Source: an optimization exercise on an open RTL-to-GDS flow (aim: small area and a short achievable clock period). Production flows keep margins and buffers that such runs may drop.
No run shown here included a check of the RTL's function; only the layout flow was run.
Power figures rest on the tool's default switching activity, not on a simulated workload.

File: config.mk
export PLATFORM = sky130hd
export DESIGN_NAME = axis_Gauss_1x5
export DESIGN_NICKNAME = axis_Gauss_1x5
export VERILOG_FILES = /design/flow/design.v
export SDC_FILE = /design/flow/constraint.sdc
export NUM_CORES = 4
export LEC_CHECK = 0
export CAP_MARGIN = 20
export CORE_MARGIN = 2
export CORE_UTILIZATION = 40
export SETUP_SLACK_MARGIN = 4.6
export SLEW_MARGIN = 20
export SYNTH_HIERARCHICAL = 1
export SYNTH_MINIMUM_KEEP_SIZE = 0
File: constraint.sdc
create_clock -name core_clock -period 8.0 [get_ports {s_axis_aclk}]
set_input_delay 1.6000 -clock core_clock [delete_from_list [all_inputs] [get_ports {s_axis_aclk}]]
set_output_delay 1.6000 -clock core_clock [all_outputs]
set_load 0.01 [all_outputs]
File: design.v
`timescale 1ns/1ns
module axis_Gauss_1x5 (
  input  logic       s_axis_aclk,
  input  logic       s_axis_arstn,
  input  logic [7:0] s_axis_tdata,
  input  logic       s_axis_tvalid,
  input  logic       s_axis_tlast,
  output logic [7:0] m_axis_tdata,
  output logic       m_axis_tvalid,
  output logic       m_axis_tlast
);
logic [7:0]  d1, d2, d3, d4;
logic        v1, v2, l1, l2;
logic [13:0] cnt;
logic [9:0] b;
always_ff @(posedge s_axis_aclk) begin
  d1 <= s_axis_tdata;
  d2 <= d1;
  d3 <= d2;
  d4 <= d3;
  v1 <= s_axis_tvalid;
  v2 <= v1;
  l1 <= s_axis_tlast;
  l2 <= l1;
  b <= bnext;
end
wire [14:0] cc;
wire [13:0] cs;
wire cc_lo;
assign cc[0] = s_axis_tvalid;
gha cnt_ha0 (.a(cnt[0]), .b(cc[0]), .s(cs[0]), .co(cc[1]));
gha cnt_ha1 (.a(cnt[1]), .b(cc[1]), .s(cs[1]), .co(cc[2]));
gha cnt_ha2 (.a(cnt[2]), .b(cc[2]), .s(cs[2]), .co(cc[3]));
gha cnt_ha3 (.a(cnt[3]), .b(cc[3]), .s(cs[3]), .co(cc[4]));
gha cnt_ha4 (.a(cnt[4]), .b(cc[4]), .s(cs[4]), .co(cc[5]));
gha cnt_ha5 (.a(cnt[5]), .b(cc[5]), .s(cs[5]), .co(cc[6]));
gha cnt_ha6 (.a(cnt[6]), .b(cc[6]), .s(cs[6]), .co(cc_lo));
gha cnt_ha7 (.a(cnt[7]), .b(cc[7]), .s(cs[7]), .co(cc[8]));
gha cnt_ha8 (.a(cnt[8]), .b(cc[8]), .s(cs[8]), .co(cc[9]));
gha cnt_ha9 (.a(cnt[9]), .b(cc[9]), .s(cs[9]), .co(cc[10]));
gha cnt_ha10 (.a(cnt[10]), .b(cc[10]), .s(cs[10]), .co(cc[11]));
gha cnt_ha11 (.a(cnt[11]), .b(cc[11]), .s(cs[11]), .co(cc[12]));
gha cnt_ha12 (.a(cnt[12]), .b(cc[12]), .s(cs[12]), .co(cc[13]));
gha cnt_ha13 (.a(cnt[13]), .b(cc[13]), .s(cs[13]), .co(cc[14]));
assign cc[7] = s_axis_tvalid & (&cnt[6:0]);
always_ff @(posedge s_axis_aclk) begin
  if (!s_axis_arstn || s_axis_tlast)
    cnt <= '0;
  else
    cnt <= cs;
end
wire edge_pt = (cnt[13:1] == 13'd1);
wire [7:0] x0 = s_axis_tdata;
wire h1_s, h1_c;
gha h1 (.a(d1[0]), .b(d2[1]), .s(h1_s), .co(h1_c));
wire f2_s, f2_c;
gfa f2 (.a(d1[1]), .b(d2[2]), .c(h1_c), .s(f2_s), .co(f2_c));
wire f3_s, f3_c;
gfa f3 (.a(d1[2]), .b(d2[3]), .c(f2_c), .s(f3_s), .co(f3_c));
wire f4_s, f4_c;
gfa f4 (.a(d1[3]), .b(d2[4]), .c(x0[4]), .s(f4_s), .co(f4_c));
wire f5_s, f5_c;
gfa f5 (.a(d1[4]), .b(d2[5]), .c(x0[5]), .s(f5_s), .co(f5_c));
wire f6_s, f6_c;
gfa f6 (.a(d1[5]), .b(d2[6]), .c(x0[6]), .s(f6_s), .co(f6_c));
wire f7_s, f7_c;
gfa f7 (.a(d1[6]), .b(d2[7]), .c(x0[7]), .s(f7_s), .co(f7_c));
wire h8_s, h8_c;
gha h8 (.a(d2[0]), .b(x0[0]), .s(h8_s), .co(h8_c));
wire h9_s, h9_c;
gha h9 (.a(h1_s), .b(x0[1]), .s(h9_s), .co(h9_c));
wire h10_s, h10_c;
gha h10 (.a(f2_s), .b(x0[2]), .s(h10_s), .co(h10_c));
wire h11_s, h11_c;
gha h11 (.a(x0[3]), .b(f3_s), .s(h11_s), .co(h11_c));
wire h12_s, h12_c;
gha h12 (.a(f3_c), .b(f4_s), .s(h12_s), .co(h12_c));
wire h13_s, h13_c;
gha h13 (.a(f4_c), .b(f5_s), .s(h13_s), .co(h13_c));
wire h14_s, h14_c;
gha h14 (.a(f5_c), .b(f6_s), .s(h14_s), .co(h14_c));
wire h15_s, h15_c;
gha h15 (.a(f6_c), .b(f7_s), .s(h15_s), .co(h15_c));
wire h16_s, h16_c;
gha h16 (.a(d1[7]), .b(f7_c), .s(h16_s), .co(h16_c));
wire q17_x;
g_ao21 q17 (.a(h9_c), .b(h9_s), .c(h8_c), .x(q17_x));
wire q18_x;
g_and2 q18 (.a(h9_s), .b(h8_s), .x(q18_x));
wire q19_x;
g_ao21 q19 (.a(h11_c), .b(h11_s), .c(h10_c), .x(q19_x));
wire q20_x;
g_and2 q20 (.a(h11_s), .b(h10_s), .x(q20_x));
wire q21_x;
g_ao21 q21 (.a(h13_c), .b(h13_s), .c(h12_c), .x(q21_x));
wire q22_x;
g_and2 q22 (.a(h13_s), .b(h12_s), .x(q22_x));
wire q23_x;
g_ao21 q23 (.a(h15_c), .b(h15_s), .c(h14_c), .x(q23_x));
wire q24_x;
g_and2 q24 (.a(h15_s), .b(h14_s), .x(q24_x));
wire q25_x;
g_ao21 q25 (.a(h10_c), .b(h10_s), .c(q17_x), .x(q25_x));
wire q26_x;
g_and2 q26 (.a(h10_s), .b(q18_x), .x(q26_x));
wire q27_x;
g_ao21 q27 (.a(q19_x), .b(q20_x), .c(q17_x), .x(q27_x));
wire q28_x;
g_and2 q28 (.a(q20_x), .b(q18_x), .x(q28_x));
wire q29_x;
g_ao21 q29 (.a(h14_c), .b(h14_s), .c(q21_x), .x(q29_x));
wire q30_x;
g_and2 q30 (.a(h14_s), .b(q22_x), .x(q30_x));
wire q31_x;
g_ao21 q31 (.a(q23_x), .b(q24_x), .c(q21_x), .x(q31_x));
wire q32_x;
g_and2 q32 (.a(q24_x), .b(q22_x), .x(q32_x));
wire q33_x;
g_ao21 q33 (.a(h12_c), .b(h12_s), .c(q27_x), .x(q33_x));
wire q34_x;
g_and2 q34 (.a(h12_s), .b(q28_x), .x(q34_x));
wire q35_x;
g_ao21 q35 (.a(q21_x), .b(q22_x), .c(q27_x), .x(q35_x));
wire q36_x;
g_and2 q36 (.a(q22_x), .b(q28_x), .x(q36_x));
wire q37_x;
g_ao21 q37 (.a(q29_x), .b(q30_x), .c(q27_x), .x(q37_x));
wire q38_x;
g_and2 q38 (.a(q30_x), .b(q28_x), .x(q38_x));
wire q39_x;
g_ao21 q39 (.a(q31_x), .b(q32_x), .c(q27_x), .x(q39_x));
wire q40_x;
g_and2 q40 (.a(q32_x), .b(q28_x), .x(q40_x));
wire q41_x;
g_ao21 q41 (.a(h16_c), .b(h16_s), .c(q39_x), .x(q41_x));
wire q42_x;
g_and2 q42 (.a(h16_s), .b(q40_x), .x(q42_x));
wire q43_x;
g_xor2 q43 (.a(h9_s), .b(h8_c), .x(q43_x));
wire q44_x;
g_xor2 q44 (.a(h10_s), .b(q17_x), .x(q44_x));
wire q45_x;
g_xor2 q45 (.a(h11_s), .b(q25_x), .x(q45_x));
wire q46_x;
g_xor2 q46 (.a(h12_s), .b(q27_x), .x(q46_x));
wire q47_x;
g_xor2 q47 (.a(h13_s), .b(q33_x), .x(q47_x));
wire q48_x;
g_xor2 q48 (.a(h14_s), .b(q35_x), .x(q48_x));
wire q49_x;
g_xor2 q49 (.a(h15_s), .b(q37_x), .x(q49_x));
wire q50_x;
g_xor2 q50 (.a(h16_s), .b(q39_x), .x(q50_x));
wire q51_x;
g_xor2 q51 (.a(1'b0), .b(q41_x), .x(q51_x));
wire [9:0] bnext = {q51_x, q50_x, q49_x, q48_x, q47_x, q46_x, q45_x, q44_x, q43_x, h8_s};
wire h52_s, h52_c;
gha h52 (.a(d4[1]), .b(d2[0]), .s(h52_s), .co(h52_c));
wire f53_s, f53_c;
gfa f53 (.a(d4[2]), .b(d2[1]), .c(d2[0]), .s(f53_s), .co(f53_c));
wire i54 = ~d4[0];
wire f55_s, f55_c;
gfa f55 (.a(i54), .b(h52_c), .c(f53_s), .s(f55_s), .co(f55_c));
wire h56_s, h56_c;
gha h56 (.a(x0[2]), .b(f55_s), .s(h56_s), .co(h56_c));
wire i57 = ~d2[2];
wire f58_s, f58_c;
gfa f58 (.a(d4[3]), .b(d4[1]), .c(i57), .s(f58_s), .co(f58_c));
wire i59 = ~f58_s;
wire f60_s, f60_c;
gfa f60 (.a(d2[1]), .b(f53_c), .c(i59), .s(f60_s), .co(f60_c));
wire f61_s, f61_c;
gfa f61 (.a(f55_c), .b(x0[3]), .c(f60_s), .s(f61_s), .co(f61_c));
wire h62_s, h62_c;
gha h62 (.a(h56_c), .b(f61_s), .s(h62_s), .co(h62_c));
wire f63_s, f63_c;
gfa f63 (.a(b[0]), .b(d4[4]), .c(d2[3]), .s(f63_s), .co(f63_c));
wire i64 = ~d4[2];
wire f65_s, f65_c;
gfa f65 (.a(i64), .b(d2[2]), .c(d4[3]), .s(f65_s), .co(f65_c));
wire i66 = ~f58_c;
wire f67_s, f67_c;
gfa f67 (.a(i66), .b(f63_s), .c(f65_s), .s(f67_s), .co(f67_c));
wire f68_s, f68_c;
gfa f68 (.a(x0[4]), .b(f60_c), .c(f67_s), .s(f68_s), .co(f68_c));
wire i69 = ~x0[2];
wire f70_s, f70_c;
gfa f70 (.a(i69), .b(f61_c), .c(f68_s), .s(f70_s), .co(f70_c));
wire f71_s, f71_c;
gfa f71 (.a(b[1]), .b(d4[3]), .c(b[0]), .s(f71_s), .co(f71_c));
wire f72_s, f72_c;
gfa f72 (.a(d4[5]), .b(d4[0]), .c(d2[4]), .s(f72_s), .co(f72_c));
wire f73_s, f73_c;
gfa f73 (.a(d2[3]), .b(f63_c), .c(f65_c), .s(f73_s), .co(f73_c));
wire i74 = ~f71_s;
wire f75_s, f75_c;
gfa f75 (.a(i74), .b(f72_s), .c(x0[5]), .s(f75_s), .co(f75_c));
wire f76_s, f76_c;
gfa f76 (.a(x0[0]), .b(f73_s), .c(f67_c), .s(f76_s), .co(f76_c));
wire i77 = ~x0[3];
wire f78_s, f78_c;
gfa f78 (.a(i77), .b(f75_s), .c(f68_c), .s(f78_s), .co(f78_c));
wire h79_s, h79_c;
gha h79 (.a(f76_s), .b(f70_c), .s(h79_s), .co(h79_c));
wire f80_s, f80_c;
gfa f80 (.a(d4[6]), .b(d4[1]), .c(d2[5]), .s(f80_s), .co(f80_c));
wire i81 = ~d2[4];
wire f82_s, f82_c;
gfa f82 (.a(b[2]), .b(d4[4]), .c(i81), .s(f82_s), .co(f82_c));
wire i83 = ~f71_c;
wire f84_s, f84_c;
gfa f84 (.a(i83), .b(f72_c), .c(f80_s), .s(f84_s), .co(f84_c));
wire i85 = ~f82_s;
wire f86_s, f86_c;
gfa f86 (.a(i85), .b(f73_c), .c(x0[6]), .s(f86_s), .co(f86_c));
wire i87 = ~x0[4];
wire f88_s, f88_c;
gfa f88 (.a(i87), .b(x0[1]), .c(f84_s), .s(f88_s), .co(f88_c));
wire f89_s, f89_c;
gfa f89 (.a(f75_c), .b(f76_c), .c(f86_s), .s(f89_s), .co(f89_c));
wire f90_s, f90_c;
gfa f90 (.a(f88_s), .b(f78_c), .c(f89_s), .s(f90_s), .co(f90_c));
wire f91_s, f91_c;
gfa f91 (.a(d4[7]), .b(d4[2]), .c(d2[6]), .s(f91_s), .co(f91_c));
wire i92 = ~d2[5];
wire f93_s, f93_c;
gfa f93 (.a(b[3]), .b(d4[5]), .c(i92), .s(f93_s), .co(f93_c));
wire i94 = ~f82_c;
wire f95_s, f95_c;
gfa f95 (.a(f80_c), .b(i94), .c(f91_s), .s(f95_s), .co(f95_c));
wire i96 = ~f93_s;
wire f97_s, f97_c;
gfa f97 (.a(i96), .b(f84_c), .c(x0[7]), .s(f97_s), .co(f97_c));
wire i98 = ~x0[5];
wire f99_s, f99_c;
gfa f99 (.a(i98), .b(x0[2]), .c(f95_s), .s(f99_s), .co(f99_c));
wire f100_s, f100_c;
gfa f100 (.a(f86_c), .b(f88_c), .c(f97_s), .s(f100_s), .co(f100_c));
wire f101_s, f101_c;
gfa f101 (.a(f99_s), .b(f89_c), .c(f100_s), .s(f101_s), .co(f101_c));
wire f102_s, f102_c;
gfa f102 (.a(b[0]), .b(d4[3]), .c(d2[7]), .s(f102_s), .co(f102_c));
wire i103 = ~d2[6];
wire f104_s, f104_c;
gfa f104 (.a(b[4]), .b(d4[6]), .c(i103), .s(f104_s), .co(f104_c));
wire i105 = ~f93_c;
wire f106_s, f106_c;
gfa f106 (.a(f91_c), .b(i105), .c(f102_s), .s(f106_s), .co(f106_c));
wire i107 = ~f95_c;
wire f108_s, f108_c;
gfa f108 (.a(f104_s), .b(i107), .c(x0[6]), .s(f108_s), .co(f108_c));
wire f109_s, f109_c;
gfa f109 (.a(x0[3]), .b(f106_s), .c(f97_c), .s(f109_s), .co(f109_c));
wire i110 = ~f108_s;
wire f111_s, f111_c;
gfa f111 (.a(f99_c), .b(i110), .c(f100_c), .s(f111_s), .co(f111_c));
wire h112_s, h112_c;
gha h112 (.a(f109_s), .b(f101_c), .s(h112_s), .co(h112_c));
wire f113_s, f113_c;
gfa f113 (.a(b[1]), .b(d4[4]), .c(d2[7]), .s(f113_s), .co(f113_c));
wire i114 = ~f102_c;
wire f115_s, f115_c;
gfa f115 (.a(b[5]), .b(d4[7]), .c(i114), .s(f115_s), .co(f115_c));
wire i116 = ~f104_c;
wire f117_s, f117_c;
gfa f117 (.a(i116), .b(f113_s), .c(f106_c), .s(f117_s), .co(f117_c));
wire f118_s, f118_c;
gfa f118 (.a(x0[7]), .b(i87), .c(f115_s), .s(f118_s), .co(f118_c));
wire i119 = ~f117_s;
wire f120_s, f120_c;
gfa f120 (.a(f108_c), .b(i119), .c(f118_s), .s(f120_s), .co(f120_c));
wire i121 = ~f120_s;
wire f122_s, f122_c;
gfa f122 (.a(f109_c), .b(i121), .c(f111_c), .s(f122_s), .co(f122_c));
wire i123 = ~b[6];
wire f124_s, f124_c;
gfa f124 (.a(i123), .b(b[2]), .c(d4[5]), .s(f124_s), .co(f124_c));
wire i125 = ~f115_c;
wire f126_s, f126_c;
gfa f126 (.a(f113_c), .b(f124_s), .c(i125), .s(f126_s), .co(f126_c));
wire i127 = ~f118_c;
wire f128_s, f128_c;
gfa f128 (.a(x0[5]), .b(f117_c), .c(i127), .s(f128_s), .co(f128_c));
wire i129 = ~f120_c;
wire f130_s, f130_c;
gfa f130 (.a(f126_s), .b(i129), .c(f128_s), .s(f130_s), .co(f130_c));
wire f131_s, f131_c;
gfa f131 (.a(b[7]), .b(b[3]), .c(d4[6]), .s(f131_s), .co(f131_c));
wire f132_s, f132_c;
gfa f132 (.a(f124_c), .b(f131_s), .c(x0[6]), .s(f132_s), .co(f132_c));
wire f133_s, f133_c;
gfa f133 (.a(f126_c), .b(f132_s), .c(f128_c), .s(f133_s), .co(f133_c));
wire f134_s, f134_c;
gfa f134 (.a(b[8]), .b(b[4]), .c(d4[7]), .s(f134_s), .co(f134_c));
wire i135 = ~b[7];
wire f136_s, f136_c;
gfa f136 (.a(i135), .b(f131_c), .c(f134_s), .s(f136_s), .co(f136_c));
wire f137_s, f137_c;
gfa f137 (.a(x0[7]), .b(f136_s), .c(f132_c), .s(f137_s), .co(f137_c));
wire i138 = ~b[8];
wire f139_s, f139_c;
gfa f139 (.a(b[9]), .b(b[5]), .c(i138), .s(f139_s), .co(f139_c));
wire f140_s, f140_c;
gfa f140 (.a(f134_c), .b(f139_s), .c(f136_c), .s(f140_s), .co(f140_c));
wire i141 = ~b[9];
wire f142_s, f142_c;
gfa f142 (.a(b[6]), .b(i141), .c(f139_c), .s(f142_s), .co(f142_c));
wire i143 = ~x0[0];
wire i144 = ~x0[1];
wire q145_x;
g_nand2 q145 (.a(d4[0]), .b(x0[0]), .x(q145_x));
wire q146_x;
g_nor2 q146 (.a(d4[0]), .b(x0[0]), .x(q146_x));
wire q147_x;
g_nand2 q147 (.a(h52_s), .b(x0[1]), .x(q147_x));
wire q148_x;
g_nor2 q148 (.a(h52_s), .b(x0[1]), .x(q148_x));
wire q149_x;
g_nand2 q149 (.a(i143), .b(h56_s), .x(q149_x));
wire q150_x;
g_nor2 q150 (.a(i143), .b(h56_s), .x(q150_x));
wire q151_x;
g_nand2 q151 (.a(i144), .b(h62_s), .x(q151_x));
wire q152_x;
g_nor2 q152 (.a(i144), .b(h62_s), .x(q152_x));
wire q153_x;
g_nand2 q153 (.a(h62_c), .b(f70_s), .x(q153_x));
wire q154_x;
g_nor2 q154 (.a(h62_c), .b(f70_s), .x(q154_x));
wire q155_x;
g_nand2 q155 (.a(f78_s), .b(h79_s), .x(q155_x));
wire q156_x;
g_nor2 q156 (.a(f78_s), .b(h79_s), .x(q156_x));
wire q157_x;
g_nand2 q157 (.a(h79_c), .b(f90_s), .x(q157_x));
wire q158_x;
g_nor2 q158 (.a(h79_c), .b(f90_s), .x(q158_x));
wire q159_x;
g_oai21 q159 (.a(q148_x), .b(q145_x), .c(q147_x), .x(q159_x));
wire q160_x;
g_inv q160 (.a(q159_x), .x(q160_x));
wire q161_x;
g_oai21 q161 (.a(q150_x), .b(q160_x), .c(q149_x), .x(q161_x));
wire q162_x;
g_inv q162 (.a(q161_x), .x(q162_x));
wire q163_x;
g_oai21 q163 (.a(q152_x), .b(q162_x), .c(q151_x), .x(q163_x));
wire q164_x;
g_inv q164 (.a(q163_x), .x(q164_x));
wire q165_x;
g_oai21 q165 (.a(q154_x), .b(q164_x), .c(q153_x), .x(q165_x));
wire q166_x;
g_inv q166 (.a(q165_x), .x(q166_x));
wire q167_x;
g_oai21 q167 (.a(q156_x), .b(q166_x), .c(q155_x), .x(q167_x));
wire q168_x;
g_inv q168 (.a(q167_x), .x(q168_x));
wire q169_x;
g_oai21 q169 (.a(q158_x), .b(q168_x), .c(q157_x), .x(q169_x));
wire h170_s, h170_c;
gha h170 (.a(f140_s), .b(f137_c), .s(h170_s), .co(h170_c));
wire h171_s, h171_c;
gha h171 (.a(f142_s), .b(f140_c), .s(h171_s), .co(h171_c));
wire h172_s, h172_c;
gha h172 (.a(i135), .b(f142_c), .s(h172_s), .co(h172_c));
wire h173_s, h173_c;
gha h173 (.a(i138), .b(b[7]), .s(h173_s), .co(h173_c));
wire h174_s, h174_c;
gha h174 (.a(i141), .b(b[8]), .s(h174_s), .co(h174_c));
wire q175_x;
g_ao21 q175 (.a(h171_c), .b(h171_s), .c(h170_c), .x(q175_x));
wire q176_x;
g_and2 q176 (.a(h171_s), .b(h170_s), .x(q176_x));
wire q177_x;
g_ao21 q177 (.a(h173_c), .b(h173_s), .c(h172_c), .x(q177_x));
wire q178_x;
g_and2 q178 (.a(h173_s), .b(h172_s), .x(q178_x));
wire q179_x;
g_ao21 q179 (.a(h172_c), .b(h172_s), .c(q175_x), .x(q179_x));
wire q180_x;
g_and2 q180 (.a(h172_s), .b(q176_x), .x(q180_x));
wire q181_x;
g_ao21 q181 (.a(q177_x), .b(q178_x), .c(q175_x), .x(q181_x));
wire q182_x;
g_and2 q182 (.a(q178_x), .b(q176_x), .x(q182_x));
wire q183_x;
g_ao21 q183 (.a(h174_c), .b(h174_s), .c(q181_x), .x(q183_x));
wire q184_x;
g_and2 q184 (.a(h174_s), .b(q182_x), .x(q184_x));
wire q185_x;
g_xor2 q185 (.a(h171_s), .b(h170_c), .x(q185_x));
wire q186_x;
g_xor2 q186 (.a(h172_s), .b(q175_x), .x(q186_x));
wire q187_x;
g_xor2 q187 (.a(h173_s), .b(q179_x), .x(q187_x));
wire q188_x;
g_xor2 q188 (.a(h174_s), .b(q181_x), .x(q188_x));
wire q189_x;
g_nor2 q189 (.a(f90_c), .b(f101_s), .x(q189_x));
wire q190_x;
g_nand2 q190 (.a(f90_c), .b(f101_s), .x(q190_x));
wire q191_x;
g_nor2 q191 (.a(f111_s), .b(h112_s), .x(q191_x));
wire q192_x;
g_nand2 q192 (.a(f111_s), .b(h112_s), .x(q192_x));
wire q193_x;
g_nor2 q193 (.a(h112_c), .b(f122_s), .x(q193_x));
wire q194_x;
g_nand2 q194 (.a(h112_c), .b(f122_s), .x(q194_x));
wire h195_s, h195_c;
gha h195 (.a(f130_s), .b(f122_c), .s(h195_s), .co(h195_c));
wire h196_s, h196_c;
gha h196 (.a(f130_c), .b(f133_s), .s(h196_s), .co(h196_c));
wire h197_s, h197_c;
gha h197 (.a(f137_s), .b(f133_c), .s(h197_s), .co(h197_c));
wire [10:0] ua = {q188_x, q187_x, q186_x, q185_x, h170_s, h197_s, h196_s, h195_s, q193_x, q191_x, q189_x};
wire [10:0] ub = {1'b0, 1'b0, 1'b0, 1'b0, 1'b0, h197_c, h196_c, h195_c, q194_x, q192_x, q190_x};
wire uc = q169_x;
logic [10:0] oa, ob;
logic oc;
logic       ept;
always_ff @(posedge s_axis_aclk) begin
  oa <= ua;
  ob <= ub;
  oc <= uc;
  ept <= edge_pt;
  m_axis_tvalid <= v2;
  m_axis_tlast  <= l2 & ~edge_pt;
end
assign m_axis_tdata = {(ept ? d3[7] : oa[10]) ^ (~ept & (1'b0 | oa[9] & 1'b0 | oa[9] & oa[8] & 1'b0 | oa[9] & oa[8] & oa[7] & 1'b0 | oa[9] & oa[8] & oa[7] & oa[6] & ob[5] | oa[9] & oa[8] & oa[7] & oa[6] & oa[5] & ob[4] | oa[9] & oa[8] & oa[7] & oa[6] & oa[5] & oa[4] & ob[3] | oa[9] & oa[8] & oa[7] & oa[6] & oa[5] & oa[4] & oa[3] & ~ob[2] | oa[9] & oa[8] & oa[7] & oa[6] & oa[5] & oa[4] & oa[3] & ~oa[2] & ~ob[1] | oa[9] & oa[8] & oa[7] & oa[6] & oa[5] & oa[4] & oa[3] & ~oa[2] & ~oa[1] & ~ob[0] | oa[9] & oa[8] & oa[7] & oa[6] & oa[5] & oa[4] & oa[3] & ~oa[2] & ~oa[1] & ~oa[0] & oc)), (ept ? d3[6] : oa[9]) ^ (~ept & (1'b0 | oa[8] & 1'b0 | oa[8] & oa[7] & 1'b0 | oa[8] & oa[7] & oa[6] & ob[5] | oa[8] & oa[7] & oa[6] & oa[5] & ob[4] | oa[8] & oa[7] & oa[6] & oa[5] & oa[4] & ob[3] | oa[8] & oa[7] & oa[6] & oa[5] & oa[4] & oa[3] & ~ob[2] | oa[8] & oa[7] & oa[6] & oa[5] & oa[4] & oa[3] & ~oa[2] & ~ob[1] | oa[8] & oa[7] & oa[6] & oa[5] & oa[4] & oa[3] & ~oa[2] & ~oa[1] & ~ob[0] | oa[8] & oa[7] & oa[6] & oa[5] & oa[4] & oa[3] & ~oa[2] & ~oa[1] & ~oa[0] & oc)), (ept ? d3[5] : oa[8]) ^ (~ept & (1'b0 | oa[7] & 1'b0 | oa[7] & oa[6] & ob[5] | oa[7] & oa[6] & oa[5] & ob[4] | oa[7] & oa[6] & oa[5] & oa[4] & ob[3] | oa[7] & oa[6] & oa[5] & oa[4] & oa[3] & ~ob[2] | oa[7] & oa[6] & oa[5] & oa[4] & oa[3] & ~oa[2] & ~ob[1] | oa[7] & oa[6] & oa[5] & oa[4] & oa[3] & ~oa[2] & ~oa[1] & ~ob[0] | oa[7] & oa[6] & oa[5] & oa[4] & oa[3] & ~oa[2] & ~oa[1] & ~oa[0] & oc)), (ept ? d3[4] : oa[7]) ^ (~ept & (1'b0 | oa[6] & ob[5] | oa[6] & oa[5] & ob[4] | oa[6] & oa[5] & oa[4] & ob[3] | oa[6] & oa[5] & oa[4] & oa[3] & ~ob[2] | oa[6] & oa[5] & oa[4] & oa[3] & ~oa[2] & ~ob[1] | oa[6] & oa[5] & oa[4] & oa[3] & ~oa[2] & ~oa[1] & ~ob[0] | oa[6] & oa[5] & oa[4] & oa[3] & ~oa[2] & ~oa[1] & ~oa[0] & oc)), (ept ? d3[3] : oa[6]) ^ (~ept & (ob[5] | oa[5] & ob[4] | oa[5] & oa[4] & ob[3] | oa[5] & oa[4] & oa[3] & ~ob[2] | oa[5] & oa[4] & oa[3] & ~oa[2] & ~ob[1] | oa[5] & oa[4] & oa[3] & ~oa[2] & ~oa[1] & ~ob[0] | oa[5] & oa[4] & oa[3] & ~oa[2] & ~oa[1] & ~oa[0] & oc)), (ept ? d3[2] : oa[5]) ^ (~ept & (ob[4] | oa[4] & ob[3] | oa[4] & oa[3] & ~ob[2] | oa[4] & oa[3] & ~oa[2] & ~ob[1] | oa[4] & oa[3] & ~oa[2] & ~oa[1] & ~ob[0] | oa[4] & oa[3] & ~oa[2] & ~oa[1] & ~oa[0] & oc)), (ept ? d3[1] : oa[4]) ^ (~ept & (ob[3] | oa[3] & ~ob[2] | oa[3] & ~oa[2] & ~ob[1] | oa[3] & ~oa[2] & ~oa[1] & ~ob[0] | oa[3] & ~oa[2] & ~oa[1] & ~oa[0] & oc)), (ept ? d3[0] : oa[3]) ^ (~ept & (~ob[2] | ~oa[2] & ~ob[1] | ~oa[2] & ~oa[1] & ~ob[0] | ~oa[2] & ~oa[1] & ~oa[0] & oc))};
endmodule
module g_inv (
  input  logic a,
  output logic x
);
assign x = ~a;
endmodule
module g_nand2 (
  input  logic a,
  input  logic b,
  output logic x
);
assign x = ~(a & b);
endmodule
module g_nor2 (
  input  logic a,
  input  logic b,
  output logic x
);
assign x = ~(a | b);
endmodule
module g_oai21 (
  input  logic a,
  input  logic b,
  input  logic c,
  output logic x
);
assign x = ~((a | b) & c);
endmodule
module g_and2 (
  input  logic a,
  input  logic b,
  output logic x
);
assign x = a & b;
endmodule
module g_xor2 (
  input  logic a,
  input  logic b,
  output logic x
);
assign x = a ^ b;
endmodule
module g_ao21 (
  input  logic a,
  input  logic b,
  input  logic c,
  output logic x
);
assign x = a | (b & c);
endmodule
module gha (
  input  logic a,
  input  logic b,
  output logic s,
  output logic co
);
assign s  = a ^ b;
assign co = a & b;
endmodule
module gfa (
  input  logic a,
  input  logic b,
  input  logic c,
  output logic s,
  output logic co
);
assign s  = a ^ b ^ c;
assign co = (a & b) | (a & c) | (b & c);
endmodule
File: flow/run.sh
#!/bin/bash
# Layout flow: the standard flow, with plain buffers on the ports and a clock
# tree of small buffers without dummy loads.
export BUFFER_PORTS_ARGS="-buffer_cell sky130_fd_sc_hd__buf_2"
export CTS_ARGS="-sink_clustering_enable -repair_clock_nets -dont_use_dummy_load -buf_list \"sky130_fd_sc_hd__clkbuf_4 sky130_fd_sc_hd__clkbuf_8\""
bash standard.sh > standard.log 2>&1
File: standard.sh
#!/bin/bash
# synth_recipe.tcl (not shown) runs the flow's synth.tcl, then flattens the netlist and writes it again
# the make line also repeats each setting of config.mk as NAME=value (left out here)
make -C /OpenROAD-flow-scripts/flow DESIGN_CONFIG=/design/flow/config.mk WORK_HOME=/design/flow/orfs CLKGATE_MAP_FILE= SYNTH_SCRIPT=/design/flow/synth_recipe.tcl "${@:-finish}"
==> results of run 1 <==
[critical path, delay by kind of cell (launching register included)]
family,cells,cell delay [ns]
XOR/XNOR,1,0.15
buffers and inverters,1,0.15
AND/OR/NAND/NOR,1,0.13
AO/OA/AOI/OAI,4,0.94
flip-flops,1,0.29
[modules after synthesis, one instance, submodules excluded, a selection]
module | copies in the design | cells | flops+latches
g_nor2 | 9 | 1 | 0
g_oai21 | 6 | 1 | 0
g_nand2 | 10 | 1 | 0
gha | 37 | 1 | 0
g_inv | 5 | 1 | 0
g_xor2 | 13 | 1 | 0
g_and2 | 6 | 1 | 0
[Yosys cell counts, types with 3 or more instances]
cell,instances
a21o_1,17
and2_1,20
dfxtp_1,81
fa_1,61
ha_1,37
inv_1,39
nand2_1,20
nor2_1,12
nor2b_1,3
o21ai_1,14
xor2_1,16
[worst paths after layout]
kind                            depth (start not counted)               to  slack [ns]          start
worst max-delay path                                    7  m_axis_tdata[6]        4.40  oa[0]$_DFF_P_
worst max register to register                          7    oa[3]$_DFF_P_        4.73  d2[5]$_DFF_P_
worst min register to register                          0       l2$_DFF_P_        0.30     l1$_DFF_P_
worst min-delay path                                    0       l2$_DFF_P_        0.30     l1$_DFF_P_
[cell type report]
type | instances | area (sq um)
fillers | 941 | 5630
multi-input cells | 226 | 2510
clock buffers | 9 | 124
flip-flops and latches | 81 | 1620
repair buffers | 23 | 120
inverters | 39 | 146
well taps | 136 | 170
[kinds of logic (layout without fill, tap and decap cells)]
family	count (synthesis)	count (layout)	synth area share, %
flip-flops	81	81	38.0
AO/OA/AOI/OAI	43	43	7.13
other	1	1	0.0879
buffers and inverters	41	71	3.70
adder cells (fa/ha/maj)	98	98	39.5
XOR/XNOR	17	17	3.49
AND/OR/NAND/NOR	67	67	8.07
[sequential cells by signal, indices dropped and copies added, names as in the netlist, 6 cells and up]
name	flops
ob	6
cnt	14
oa	11
d1	8
b	10
d2	8
d4	8
d3	8
[per-stage QoR]
step                      utilization [%]  power, mW  area (sq um)
final                                45.4       1.70          4690
after floorplan                         -       1.26          4270
after global placement               43.9       1.47          4540
after CTS                            45.4       1.73          4680
after global routing                 45.4       1.92          4690
after detailed placement             43.9       1.49          4540
[layer usage]
layer	part of all wire, %	vias to the layer above	routed length, um
met2	50	16	3590
met3	2.2	12	159
met1	45	1159	3230
met4	2.1	0	153
li1	-	1170	-
met5	0	-	0
[power by group through the flow]
stage	Clock [mW]	Combinational, mW	Sequential, mW
floorplan	0	0.701	0.558
global placement	0	0.894	0.577
detailed placement	0	0.914	0.578
CTS	0.234	0.929	0.571
global route	0.253	1.08	0.581
finish	0.225	0.910	0.568
[what timing repair did]
item,CTS,global route
setup buffers,1,1
endpoints found under the hold margin,0,0
resized for setup,3,2
setup endpoints to repair,7,10
pin swaps,7,2
==> results.txt, run 1 <==
Synth Warn # 7; Routed WL per cell ~14 um; max-slew violations 0; drt drc 0; # diodes 0; Clock Pin Slew Worst Setup and Hold Paths 0.10 ns; die width 107 um; htree depth 3; grt met3 use 3.15%; Clock Sinks 81; post-route setup slack 4.40 ns; NetSw 0.658 mW; Internal Power 1.05 mW; max cap viols 0; num ports 22; Synth top area share 38.0%; Worst IR Drop VDD approximately 0.16 mV; cell chain of the critical path nand2b_4, a2111o_1, a21oi_4, o211ai_1, xor2_1, o21ai_1, buf_2; final worst path period need 3.60 ns; Die ar. approximately 0.012 sq mm; CP Capture Type output port; Worst Path Required roughly 6.4 ns; die height 107 um; flops & latches, synth 81; power per cell area 363 mW/mm^2; WP data arrival 2.00 ns; CTS tree built; WL final 7140 um; initial detailed-routing violation count about 70; Longest Clk Path Bufs 2; vias in the first global route 2532; Comb pwr share between 50 and 60%; first-pass GRT wire length 12300 um; commonest cells after routing, fill and taps aside dfxtp_1 (79), fa_1 (58), inv_1 (38); unrepaired setup endpoints after global routing true; Setup CP Type reg2out; gate count of the mapped netlist 348; non-filler cells, final approximately 510; hold slack 0.304 ns; Vias/cell 4.59; worst min path class reg2reg; most common cell after layout, fill and taps aside dfxtp_1; worst-path maximum fanout 5; DPL Wire Length 6020 um; P&R area growth vs syn 10.0%; Max Freq 278 MHz; share of layout cells above drive strength 1 11.9%; ANT nets after route 0; pre-CTS setup slack about 4.3 ns; Reg power frac between 30% and 40%; register area share after synthesis 38.0%; dominant synthesized flop cell dfxtp_1; grt met2 use 24.3%; final net count 490; Distinct cells, synth 32; Initial Util 41.3%; largest net degree at the start of global routing 17; status timing/DRC/antenna clean; GR peak layer met2; final worst-path cycle share 44.9%; dpl cells about 500; ys async rst share 0%; Root Driver clkbuf_8; Total GRT Usage ~15%; Critical Path Max Stage Delay 0.45 ns; area leader, netlist dfxtp_1; core area 0.0103 sq mm; Final Skew 0.0226 ns; Clock Latency Late Sink 0.37 ns; via count 2357; total CTS buffers 9; CP startpoint kind flip-flop; GR Util met1 between 10% and 20%; initial antenna violation count 0; syn avg cell area 12.3 sq um; synthesized cell area 0.00426 sq mm; Placement Rows 37; number of synthesized flops with an enable pin 0; # setup viols final 0; Max-slew headroom 49.8%; CP max stage cell a2111o_1; Synth Net Count 458; Worst-Margin Slew 0.751 ns; total grt overflow 0; TNS Setup 0 ns; Leak 2.23 nW; routability cong. 0.880; Port Buffer Count 21; Clk pwr share 13.2%; Net Sw Frac approximately 39%; Hold Fails Final Rpt 0; CTS Hold Bufs 0; top cells by area, synth dfxtp_1 (38%), fa_1 (29%), ha_1 (11%); DR pass1 iterations 4
==> run 2: changes to the inputs <==
--- a/design.v
+++ b/design.v
@@ -308,115 +308,109 @@
 wire i143 = ~x0[0];
 wire i144 = ~x0[1];
 wire q145_x;
-g_nand2 q145 (.a(d4[0]), .b(x0[0]), .x(q145_x));
+g_and2 q145 (.a(d4[0]), .b(x0[0]), .x(q145_x));
 wire q146_x;
-g_nor2 q146 (.a(d4[0]), .b(x0[0]), .x(q146_x));
+g_or2 q146 (.a(d4[0]), .b(x0[0]), .x(q146_x));
 wire q147_x;
-g_nand2 q147 (.a(h52_s), .b(x0[1]), .x(q147_x));
+g_and2 q147 (.a(h52_s), .b(x0[1]), .x(q147_x));
 wire q148_x;
-g_nor2 q148 (.a(h52_s), .b(x0[1]), .x(q148_x));
+g_or2 q148 (.a(h52_s), .b(x0[1]), .x(q148_x));
 wire q149_x;
-g_nand2 q149 (.a(i143), .b(h56_s), .x(q149_x));
+g_and2 q149 (.a(i143), .b(h56_s), .x(q149_x));
 wire q150_x;
-g_nor2 q150 (.a(i143), .b(h56_s), .x(q150_x));
+g_or2 q150 (.a(i143), .b(h56_s), .x(q150_x));
 wire q151_x;
-g_nand2 q151 (.a(i144), .b(h62_s), .x(q151_x));
+g_and2 q151 (.a(i144), .b(h62_s), .x(q151_x));
 wire q152_x;
-g_nor2 q152 (.a(i144), .b(h62_s), .x(q152_x));
+g_or2 q152 (.a(i144), .b(h62_s), .x(q152_x));
 wire q153_x;
-g_nand2 q153 (.a(h62_c), .b(f70_s), .x(q153_x));
+g_and2 q153 (.a(h62_c), .b(f70_s), .x(q153_x));
 wire q154_x;
-g_nor2 q154 (.a(h62_c), .b(f70_s), .x(q154_x));
+g_or2 q154 (.a(h62_c), .b(f70_s), .x(q154_x));
 wire q155_x;
-g_nand2 q155 (.a(f78_s), .b(h79_s), .x(q155_x));
+g_and2 q155 (.a(f78_s), .b(h79_s), .x(q155_x));
 wire q156_x;
-g_nor2 q156 (.a(f78_s), .b(h79_s), .x(q156_x));
+g_or2 q156 (.a(f78_s), .b(h79_s), .x(q156_x));
 wire q157_x;
-g_nand2 q157 (.a(h79_c), .b(f90_s), .x(q157_x));
+g_and2 q157 (.a(h79_c), .b(f90_s), .x(q157_x));
 wire q158_x;
-g_nor2 q158 (.a(h79_c), .b(f90_s), .x(q158_x));
+g_or2 q158 (.a(h79_c), .b(f90_s), .x(q158_x));
 wire q159_x;
-g_oai21 q159 (.a(q148_x), .b(q145_x), .c(q147_x), .x(q159_x));
+g_and2 q159 (.a(f90_c), .b(f101_s), .x(q159_x));
 wire q160_x;
-g_inv q160 (.a(q159_x), .x(q160_x));
+g_or2 q160 (.a(f90_c), .b(f101_s), .x(q160_x));
 wire q161_x;
-g_oai21 q161 (.a(q150_x), .b(q160_x), .c(q149_x), .x(q161_x));
+g_ao21 q161 (.a(q147_x), .b(q148_x), .c(q145_x), .x(q161_x));
 wire q162_x;
-g_inv q162 (.a(q161_x), .x(q162_x));
+g_ao21 q162 (.a(q149_x), .b(q150_x), .c(q161_x), .x(q162_x));
 wire q163_x;
-g_oai21 q163 (.a(q152_x), .b(q162_x), .c(q151_x), .x(q163_x));
+g_ao21 q163 (.a(q151_x), .b(q152_x), .c(q162_x), .x(q163_x));
 wire q164_x;
-g_inv q164 (.a(q163_x), .x(q164_x));
+g_ao21 q164 (.a(q153_x), .b(q154_x), .c(q163_x), .x(q164_x));
 wire q165_x;
-g_oai21 q165 (.a(q154_x), .b(q164_x), .c(q153_x), .x(q165_x));
+g_ao21 q165 (.a(q155_x), .b(q156_x), .c(q164_x), .x(q165_x));
 wire q166_x;
-g_inv q166 (.a(q165_x), .x(q166_x));
+g_ao21 q166 (.a(q159_x), .b(q160_x), .c(q157_x), .x(q166_x));
 wire q167_x;
-g_oai21 q167 (.a(q156_x), .b(q166_x), .c(q155_x), .x(q167_x));
+g_and2 q167 (.a(q160_x), .b(q158_x), .x(q167_x));
 wire q168_x;
-g_inv q168 (.a(q167_x), .x(q168_x));
-wire q169_x;
-g_oai21 q169 (.a(q158_x), .b(q168_x), .c(q157_x), .x(q169_x));
+g_ao21 q168 (.a(q166_x), .b(q167_x), .c(q165_x), .x(q168_x));
+wire h169_s, h169_c;
+gha h169 (.a(f140_s), .b(f137_c), .s(h169_s), .co(h169_c));
 wire h170_s, h170_c;
-gha h170 (.a(f140_s), .b(f137_c), .s(h170_s), .co(h170_c));
+gha h170 (.a(f142_s), .b(f140_c), .s(h170_s), .co(h170_c));
 wire h171_s, h171_c;
-gha h171 (.a(f142_s), .b(f140_c), .s(h171_s), .co(h171_c));
+gha h171 (.a(i135), .b(f142_c), .s(h171_s), .co(h171_c));
 wire h172_s, h172_c;
-gha h172 (.a(i135), .b(f142_c), .s(h172_s), .co(h172_c));
+gha h172 (.a(i138), .b(b[7]), .s(h172_s), .co(h172_c));
 wire h173_s, h173_c;
-gha h173 (.a(i138), .b(b[7]), .s(h173_s), .co(h173_c));
-wire h174_s, h174_c;
-gha h174 (.a(i141), .b(b[8]), .s(h174_s), .co(h174_c));
+gha h173 (.a(i141), .b(b[8]), .s(h173_s), .co(h173_c));
+wire q174_x;
+g_ao21 q174 (.a(h170_c), .b(h170_s), .c(h169_c), .x(q174_x));
 wire q175_x;
-g_ao21 q175 (.a(h171_c), .b(h171_s), .c(h170_c), .x(q175_x));
+g_and2 q175 (.a(h170_s), .b(h169_s), .x(q175_x));
 wire q176_x;
-g_and2 q176 (.a(h171_s), .b(h170_s), .x(q176_x));
+g_ao21 q176 (.a(h172_c), .b(h172_s), .c(h171_c), .x(q176_x));
 wire q177_x;
-g_ao21 q177 (.a(h173_c), .b(h173_s), .c(h172_c), .x(q177_x));
+g_and2 q177 (.a(h172_s), .b(h171_s), .x(q177_x));
 wire q178_x;
-g_and2 q178 (.a(h173_s), .b(h172_s), .x(q178_x));
+g_ao21 q178 (.a(h171_c), .b(h171_s), .c(q174_x), .x(q178_x));
 wire q179_x;
-g_ao21 q179 (.a(h172_c), .b(h172_s), .c(q175_x), .x(q179_x));
+g_and2 q179 (.a(h171_s), .b(q175_x), .x(q179_x));
 wire q180_x;
-g_and2 q180 (.a(h172_s), .b(q176_x), .x(q180_x));
+g_ao21 q180 (.a(q176_x), .b(q177_x), .c(q174_x), .x(q180_x));
 wire q181_x;
-g_ao21 q181 (.a(q177_x), .b(q178_x), .c(q175_x), .x(q181_x));
+g_and2 q181 (.a(q177_x), .b(q175_x), .x(q181_x));
 wire q182_x;
-g_and2 q182 (.a(q178_x), .b(q176_x), .x(q182_x));
+g_ao21 q182 (.a(h173_c), .b(h173_s), .c(q180_x), .x(q182_x));
 wire q183_x;
-g_ao21 q183 (.a(h174_c), .b(h174_s), .c(q181_x), .x(q183_x));
+g_and2 q183 (.a(h173_s), .b(q181_x), .x(q183_x));
 wire q184_x;
-g_and2 q184 (.a(h174_s), .b(q182_x), .x(q184_x));
+g_xor2 q184 (.a(h170_s), .b(h169_c), .x(q184_x));
 wire q185_x;
-g_xor2 q185 (.a(h171_s), .b(h170_c), .x(q185_x));
+g_xor2 q185 (.a(h171_s), .b(q174_x), .x(q185_x));
 wire q186_x;
-g_xor2 q186 (.a(h172_s), .b(q175_x), .x(q186_x));
+g_xor2 q186 (.a(h172_s), .b(q178_x), .x(q186_x));
 wire q187_x;
-g_xor2 q187 (.a(h173_s), .b(q179_x), .x(q187_x));
+g_xor2 q187 (.a(h173_s), .b(q180_x), .x(q187_x));
 wire q188_x;
-g_xor2 q188 (.a(h174_s), .b(q181_x), .x(q188_x));
+g_or2 q188 (.a(f111_s), .b(h112_s), .x(q188_x));
 wire q189_x;
-g_nor2 q189 (.a(f90_c), .b(f101_s), .x(q189_x));
+g_and2 q189 (.a(f111_s), .b(h112_s), .x(q189_x));
 wire q190_x;
-g_nand2 q190 (.a(f90_c), .b(f101_s), .x(q190_x));
+g_or2 q190 (.a(h112_c), .b(f122_s), .x(q190_x));
 wire q191_x;
-g_nor2 q191 (.a(f111_s), .b(h112_s), .x(q191_x));
-wire q192_x;
-g_nand2 q192 (.a(f111_s), .b(h112_s), .x(q192_x));
-wire q193_x;
-g_nor2 q193 (.a(h112_c), .b(f122_s), .x(q193_x));
-wire q194_x;
-g_nand2 q194 (.a(h112_c), .b(f122_s), .x(q194_x));
-wire h195_s, h195_c;
-gha h195 (.a(f130_s), .b(f122_c), .s(h195_s), .co(h195_c));
-wire h196_s, h196_c;
-gha h196 (.a(f130_c), .b(f133_s), .s(h196_s), .co(h196_c));
-wire h197_s, h197_c;
-gha h197 (.a(f137_s), .b(f133_c), .s(h197_s), .co(h197_c));
-wire [10:0] ua = {q188_x, q187_x, q186_x, q185_x, h170_s, h197_s, h196_s, h195_s, q193_x, q191_x, q189_x};
-wire [10:0] ub = {1'b0, 1'b0, 1'b0, 1'b0, 1'b0, h197_c, h196_c, h195_c, q194_x, q192_x, q190_x};
-wire uc = q169_x;
-logic [10:0] oa, ob;
+g_and2 q191 (.a(h112_c), .b(f122_s), .x(q191_x));
+wire h192_s, h192_c;
+gha h192 (.a(f130_s), .b(f122_c), .s(h192_s), .co(h192_c));
+wire h193_s, h193_c;
+gha h193 (.a(f130_c), .b(f133_s), .s(h193_s), .co(h193_c));
+wire h194_s, h194_c;
+gha h194 (.a(f137_s), .b(f133_c), .s(h194_s), .co(h194_c));
+wire [9:0] ua = {q187_x, q186_x, q185_x, q184_x, h169_s, h194_s, h193_s, h192_s, q190_x, q188_x};
+wire [9:0] ub = {1'b0, 1'b0, 1'b0, 1'b0, 1'b0, h194_c, h193_c, h192_c, q191_x, q189_x};
+wire uc = q168_x;
+logic [9:0] oa, ob;
 logic oc;
 logic       ept;
 always_ff @(posedge s_axis_aclk) begin
@@ -427,35 +421,14 @@
   m_axis_tvalid <= v2;
   m_axis_tlast  <= l2 & ~edge_pt;
 end
-assign m_axis_tdata = {(ept ? d3[7] : oa[10]) ^ (~ept & (1'b0 | oa[9] & 1'b0 | oa[9] & oa[8] & 1'b0 | oa[9] & oa[8] & oa[7] & 1'b0 | oa[9] & oa[8] & oa[7] & oa[6] & ob[5] | oa[9] & oa[8] & oa[7] & oa[6] & oa[5] & ob[4] | oa[9] & oa[8] & oa[7] & oa[6] & oa[5] & oa[4] & ob[3] | oa[9] & oa[8] & oa[7] & oa[6] & oa[5] & oa[4] & oa[3] & ~ob[2] | oa[9] & oa[8] & oa[7] & oa[6] & oa[5] & oa[4] & oa[3] & ~oa[2] & ~ob[1] | oa[9] & oa[8] & oa[7] & oa[6] & oa[5] & oa[4] & oa[3] & ~oa[2] & ~oa[1] & ~ob[0] | oa[9] & oa[8] & oa[7] & oa[6] & oa[5] & oa[4] & oa[3] & ~oa[2] & ~oa[1] & ~oa[0] & oc)), (ept ? d3[6] : oa[9]) ^ (~ept & (1'b0 | oa[8] & 1'b0 | oa[8] & oa[7] & 1'b0 | oa[8] & oa[7] & oa[6] & ob[5] | oa[8] & oa[7] & oa[6] & oa[5] & ob[4] | oa[8] & oa[7] & oa[6] & oa[5] & oa[4] & ob[3] | oa[8] & oa[7] & oa[6] & oa[5] & oa[4] & oa[3] & ~ob[2] | oa[8] & oa[7] & oa[6] & oa[5] & oa[4] & oa[3] & ~oa[2] & ~ob[1] | oa[8] & oa[7] & oa[6] & oa[5] & oa[4] & oa[3] & ~oa[2] & ~oa[1] & ~ob[0] | oa[8] & oa[7] & oa[6] & oa[5] & oa[4] & oa[3] & ~oa[2] & ~oa[1] & ~oa[0] & oc)), (ept ? d3[5] : oa[8]) ^ (~ept & (1'b0 | oa[7] & 1'b0 | oa[7] & oa[6] & ob[5] | oa[7] & oa[6] & oa[5] & ob[4] | oa[7] & oa[6] & oa[5] & oa[4] & ob[3] | oa[7] & oa[6] & oa[5] & oa[4] & oa[3] & ~ob[2] | oa[7] & oa[6] & oa[5] & oa[4] & oa[3] & ~oa[2] & ~ob[1] | oa[7] & oa[6] & oa[5] & oa[4] & oa[3] & ~oa[2] & ~oa[1] & ~ob[0] | oa[7] & oa[6] & oa[5] & oa[4] & oa[3] & ~oa[2] & ~oa[1] & ~oa[0] & oc)), (ept ? d3[4] : oa[7]) ^ (~ept & (1'b0 | oa[6] & ob[5] | oa[6] & oa[5] & ob[4] | oa[6] & oa[5] & oa[4] & ob[3] | oa[6] & oa[5] & oa[4] & oa[3] & ~ob[2] | oa[6] & oa[5] & oa[4] & oa[3] & ~oa[2] & ~ob[1] | oa[6] & oa[5] & oa[4] & oa[3] & ~oa[2] & ~oa[1] & ~ob[0] | oa[6] & oa[5] & oa[4] & oa[3] & ~oa[2] & ~oa[1] & ~oa[0] & oc)), (ept ? d3[3] : oa[6]) ^ (~ept & (ob[5] | oa[5] & ob[4] | oa[5] & oa[4] & ob[3] | oa[5] & oa[4] & oa[3] & ~ob[2] | oa[5] & oa[4] & oa[3] & ~oa[2] & ~ob[1] | oa[5] & oa[4] & oa[3] & ~oa[2] & ~oa[1] & ~ob[0] | oa[5] & oa[4] & oa[3] & ~oa[2] & ~oa[1] & ~oa[0] & oc)), (ept ? d3[2] : oa[5]) ^ (~ept & (ob[4] | oa[4] & ob[3] | oa[4] & oa[3] & ~ob[2] | oa[4] & oa[3] & ~oa[2] & ~ob[1] | oa[4] & oa[3] & ~oa[2] & ~oa[1] & ~ob[0] | oa[4] & oa[3] & ~oa[2] & ~oa[1] & ~oa[0] & oc)), (ept ? d3[1] : oa[4]) ^ (~ept & (ob[3] | oa[3] & ~ob[2] | oa[3] & ~oa[2] & ~ob[1] | oa[3] & ~oa[2] & ~oa[1] & ~ob[0] | oa[3] & ~oa[2] & ~oa[1] & ~oa[0] & oc)), (ept ? d3[0] : oa[3]) ^ (~ept & (~ob[2] | ~oa[2] & ~ob[1] | ~oa[2] & ~oa[1] & ~ob[0] | ~oa[2] & ~oa[1] & ~oa[0] & oc))};
+assign m_axis_tdata = {(ept ? d3[7] : oa[9]) ^ (~ept & (1'b0 | oa[8] & 1'b0 | oa[8] & oa[7] & 1'b0 | oa[8] & oa[7] & oa[6] & 1'b0 | oa[8] & oa[7] & oa[6] & oa[5] & ob[4] | oa[8] & oa[7] & oa[6] & oa[5] & oa[4] & ob[3] | oa[8] & oa[7] & oa[6] & oa[5] & oa[4] & oa[3] & ob[2] | oa[8] & oa[7] & oa[6] & oa[5] & oa[4] & oa[3] & oa[2] & ob[1] | oa[8] & oa[7] & oa[6] & oa[5] & oa[4] & oa[3] & oa[2] & oa[1] & ob[0] | oa[8] & oa[7] & oa[6] & oa[5] & oa[4] & oa[3] & oa[2] & oa[1] & oa[0] & oc)), (ept ? d3[6] : oa[8]) ^ (~ept & (1'b0 | oa[7] & 1'b0 | oa[7] & oa[6] & 1'b0 | oa[7] & oa[6] & oa[5] & ob[4] | oa[7] & oa[6] & oa[5] & oa[4] & ob[3] | oa[7] & oa[6] & oa[5] & oa[4] & oa[3] & ob[2] | oa[7] & oa[6] & oa[5] & oa[4] & oa[3] & oa[2] & ob[1] | oa[7] & oa[6] & oa[5] & oa[4] & oa[3] & oa[2] & oa[1] & ob[0] | oa[7] & oa[6] & oa[5] & oa[4] & oa[3] & oa[2] & oa[1] & oa[0] & oc)), (ept ? d3[5] : oa[7]) ^ (~ept & (1'b0 | oa[6] & 1'b0 | oa[6] & oa[5] & ob[4] | oa[6] & oa[5] & oa[4] & ob[3] | oa[6] & oa[5] & oa[4] & oa[3] & ob[2] | oa[6] & oa[5] & oa[4] & oa[3] & oa[2] & ob[1] | oa[6] & oa[5] & oa[4] & oa[3] & oa[2] & oa[1] & ob[0] | oa[6] & oa[5] & oa[4] & oa[3] & oa[2] & oa[1] & oa[0] & oc)), (ept ? d3[4] : oa[6]) ^ (~ept & (1'b0 | oa[5] & ob[4] | oa[5] & oa[4] & ob[3] | oa[5] & oa[4] & oa[3] & ob[2] | oa[5] & oa[4] & oa[3] & oa[2] & ob[1] | oa[5] & oa[4] & oa[3] & oa[2] & oa[1] & ob[0] | oa[5] & oa[4] & oa[3] & oa[2] & oa[1] & oa[0] & oc)), (ept ? d3[3] : oa[5]) ^ (~ept & (ob[4] | oa[4] & ob[3] | oa[4] & oa[3] & ob[2] | oa[4] & oa[3] & oa[2] & ob[1] | oa[4] & oa[3] & oa[2] & oa[1] & ob[0] | oa[4] & oa[3] & oa[2] & oa[1] & oa[0] & oc)), (ept ? d3[2] : oa[4]) ^ (~ept & (ob[3] | oa[3] & ob[2] | oa[3] & oa[2] & ob[1] | oa[3] & oa[2] & oa[1] & ob[0] | oa[3] & oa[2] & oa[1] & oa[0] & oc)), (ept ? d3[1] : oa[3]) ^ (~ept & (ob[2] | oa[2] & ob[1] | oa[2] & oa[1] & ob[0] | oa[2] & oa[1] & oa[0] & oc)), (ept ? d3[0] : oa[2]) ^ (~ept & (ob[1] | oa[1] & ob[0] | oa[1] & oa[0] & oc))};
 endmodule
-module g_inv (
-  input  logic a,
-  output logic x
-);
-assign x = ~a;
-endmodule
-module g_nand2 (
-  input  logic a,
-  input  logic b,
-  output logic x
-);
-assign x = ~(a & b);
-endmodule
-module g_nor2 (
-  input  logic a,
-  input  logic b,
-  output logic x
-);
-assign x = ~(a | b);
-endmodule
-module g_oai21 (
+module g_or2 (
   input  logic a,
   input  logic b,
-  input  logic c,
   output logic x
 );
-assign x = ~((a | b) & c);
+assign x = a | b;
 endmodule
 module g_and2 (
   input  logic a,
==> results.txt, run 2 <==
die height 108 um (was 107 um); met2 WL post-DR 3840 um (was 3590 um); flops & latches, synth 79 (was 81); Clock Latency Late Sink 0.35 ns (was 0.37 ns); power per cell area 363 mW/mm^2 (about the same); core area 0.0107 sq mm (was 0.0103 sq mm); Placement Rows 38 (was 37); total grt overflow 0 (unchanged); ys async rst share 0% (unchanged); Setup CP Type in2reg (was reg2out); worst min path class reg2reg (unchanged); # diodes 0 (unchanged); gate count of the mapped netlist 354 (was 348); unrepaired setup endpoints after global routing true (unchanged); initial antenna violation count 0 (unchanged); area leader, netlist dfxtp_1 (unchanged); Leak 2.29 nW (was 2.23 nW); htree depth 3 (unchanged); Total GRT Usage 14.7% (was 14.5%); biggest regs cnt: 14 flops, b: 10 flops, oa: 10 flops (was cnt: 14 flops, oa: 11 flops, b: 10 flops); fillers 1019 (was 941); routability cong. 0.839 (was 0.880); vias in the first global route 2701 (was 2532); CTS Hold Bufs 0 (unchanged); final net count 493 (was 490); Synth top area share 36.4% (was 38.0%); syn avg cell area 12.3 sq um (about the same); Worst-Margin Slew 0.677 ns (was 0.751 ns); Die ar. 0.0117 sq mm (was 0.0115 sq mm); Hold Fails Final Rpt 0 (unchanged); first-pass GRT wire length 12900 um (was 12300 um); register area share after synthesis 36.4% (was 38.0%); status timing/DRC/antenna clean (unchanged); WL final 7320 um (was 7140 um); WL met1 3240 um (was 3230 um); P&R area growth vs syn 11.0% (was 10.0%); TNS Setup 0 ns (unchanged); synthesized cell area 0.00435 sq mm (was 0.00426 sq mm); initial detailed-routing violation count 55 (was 69); Vias/cell 4.61 (was 4.59); CTS tree built (unchanged); Top Metal Used met4 (unchanged); Post-synth top cells dfxtp_1 (79), fa_1 (61), ha_1 (37), inv_1 (34), and2_1 (31) (was dfxtp_1 (81), fa_1 (61), inv_1 (39), ha_1 (37)); via count 2403 (was 2357); WL met3 193 um (was 159 um); worst-path maximum fanout 5 (unchanged); Placed Area 0.00462 sq mm (was 0.00454 sq mm); flop2flop setup slack 4.57 ns (was 4.73 ns); max reg flops 14 (unchanged); Power, Total 1.75 mW (was 1.70 mW); DR pass1 iterations 4 (unchanged); Worst IR Drop VDD 0.193 mV (was 0.156 mV); pre-CTS setup slack 4.13 ns (was 4.28 ns); share of layout cells above drive strength 1 14.7% (was 11.9%); commonest cells after routing, fill and taps aside dfxtp_1 (68), fa_1 (56), ha_1 (37) (was dfxtp_1 (79), fa_1 (58), inv_1 (38)); Distinct cells, synth 37 (was 32); num ports 22 (unchanged); Max-slew headroom 54.8% (was 49.8%); Worst Path Required 8.22 ns (was 6.40 ns); most numerous cell in the Yosys netlist dfxtp_1 (unchanged); most common cell after layout, fill and taps aside dfxtp_1 (unchanged); Port Buffer Count 21 (unchanged); # setup viols final 0 (unchanged); max cap viols 0 (unchanged); largest net degree at the start of global routing 23 (was 17); Synth Warn # 7 (unchanged); Initial Util 40.5% (was 41.3%); CP Capture Type flip-flop (was output port); Root Driver clkbuf_8 (unchanged); Final Skew 0.0325 ns (was 0.0226 ns); top cells by area, synth dfxtp_1 (36%), fa_1 (28%), ha_1 (11%) (was dfxtp_1 (38%), fa_1 (29%), ha_1 (11%)); drt drc 0 (unchanged); dpl cells 511 (was 503); CP startpoint kind primary input (was flip-flop); Largest Register cnt (unchanged); WP data arrival 3.70 ns (was 2.00 ns); Clock Sinks 79 (was 81); max-slew violations 0 (unchanged); dominant synthesized flop cell dfxtp_1 (unchanged); Max Freq 288 MHz (was 278 MHz); final worst path period need 3.48 ns (was 3.60 ns); number of synthesized flops with an enable pin 0 (unchanged); Synth Net Count 464 (was 458); total CTS buffers 9 (unchanged); ANT nets after route 0 (unchanged); non-filler cells, final 521 (was 514); final worst-path cycle share 43.5% (was 44.9%); Clock Pin Slew Worst Setup and Hold Paths 0.07 ns (was 0.10 ns); post-route setup slack 4.52 ns (was 4.40 ns); Final Util 44.9% (was 45.4%); post-route cell area 0.00483 sq mm (was 0.00469 sq mm); die width 108 um (was 107 um); hold slack 0.350 ns (was 0.304 ns); DPL Wire Length 6170 um (was 6020 um); Routed WL per cell 14.1 um (was 13.9 um); Longest Clk Path Bufs 2 (unchanged)
## run 2: cell types whose count changed in the layout (fill, tap and decap cells not counted), moves of 6 or more
cell     delta
a21o_1      +8
and2_1     +11
dfxtp_1    -11
dfxtp_2     +8
nand2_1    -15
nor2_1      -6
o21ai_0     +6
o21ai_1    -14
or2_1       +9
## run 2: what timing repair did
action	CTS	global route
gates resized for setup	16	13
setup buffers	1	0
endpoints found under the setup margin	10	9
pin swaps	5	0
## run 2: area by class of cell
type                    instances  area, sq um  share of cell area, %
clock buffers                   9          124                   2.57
inverters                      34          128                   2.64
multi-input cells             237         2680                   55.4
flip-flops and latches         79         1600                   33.1
well taps                     140          175                   3.63
repair buffers                 22          126                   2.62
## run 2: cells by family after synthesis
kind of cell               Yosys count  synth area share, %
DFF                                 79                 36.4
AOI/OAI and AO/OA                   45                 7.51
adders and majority gates           98                 38.7
buffers and inverters               38                 3.31
other                                1               0.0862
xor gates and xnor gates            15                 3.02
and+or+nand+nor                     78                 11.0
## run 2: critical path, cell delays in order
cell    delay, ns
buf_4        0.15
fa_1         0.45
fa_1         0.51
fa_1         0.41
or2_1        0.25
and2_1       0.16
a21o_1       0.17
## run 2: power breakdown
part | leakage (nW) | switching (mW) | internal, mW
sequential | 0.661 | 0.0758 | 0.488
combinational | 1.56 | 0.476 | 0.498
clock | 0.0647 | 0.116 | 0.100
total | 2.29 | 0.668 | 1.09
## run 2: modules after synthesis (local to each module, per instance)
| module | cells inside | flops+latches | copies in the design | cell area [sq um] |
|---|---|---|---|---|
| gha | 1 | 0 | 37 | 12.5 |
| g_or2 | 1 | 0 | 9 | 6.26 |
| g_and2 | 1 | 0 | 17 | 6.26 |
| g_ao21 | 1 | 0 | 24 | 7.51 |
| g_xor2 | 1 | 0 | 13 | 8.76 |
| axis_Gauss_1x5 | 193 | 79 | 1 | 2210 |
| gfa | 1 | 0 | 61 | 20.0 |
## run 2: path summary, 6_finish.rpt
path              depth (start not counted)            end             from
setup / recovery                          7     oc$_DFF_P_  s_axis_tdata[7]
hold reg to reg                           0  d4[4]$_DFF_P_    d3[4]$_DFF_P_
hold / removal                            0  d4[4]$_DFF_P_    d3[4]$_DFF_P_
setup reg to reg                          8     oc$_DFF_P_    d2[5]$_DFF_P_
## run 2: routing by layer
layer	up-vias	global-route usage (%)
li1	1202	-
met1	1179	17.4
met2	18	26.1
met3	4	4.10
met4	0	4.40
met5	-	0

port drivers added, routing unchanged:
The flow's constraints put no driver on any port. The routed layouts listed below were extracted and timed again, unchanged, in two steps. Step 1 (the two cells are an assumption about what drives the block):
set clk [get_ports {s_axis_aclk}]
set_driving_cell -lib_cell sky130_fd_sc_hd__clkbuf_16 $clk
set_driving_cell -lib_cell sky130_fd_sc_hd__buf_2 [delete_from_list [all_inputs] $clk]
Step 2 moves the port delays by t, midway between the first and last clock arrival at a register: inputs arrive t later, outputs are due t later. That takes back most of the time a late clock gives input paths. a / b / c = no drivers / after step 1 / after step 2; a / b = the first two.
run	shift t [ns]	slack for setup (ns)	hold slack, ns
run 1	0.381	4.404 / 4.373 / 4.282	0.304 / 0.304 / 0.304
run 2	0.366	4.523 / 4.528 / 4.161	0.350 / 0.350 / 0.350
After both steps setup and hold are still met in every run listed. For run 2, which loses most, drivers alone change the setup slack by +0.005 ns; drivers and shift together by -0.362 ns.
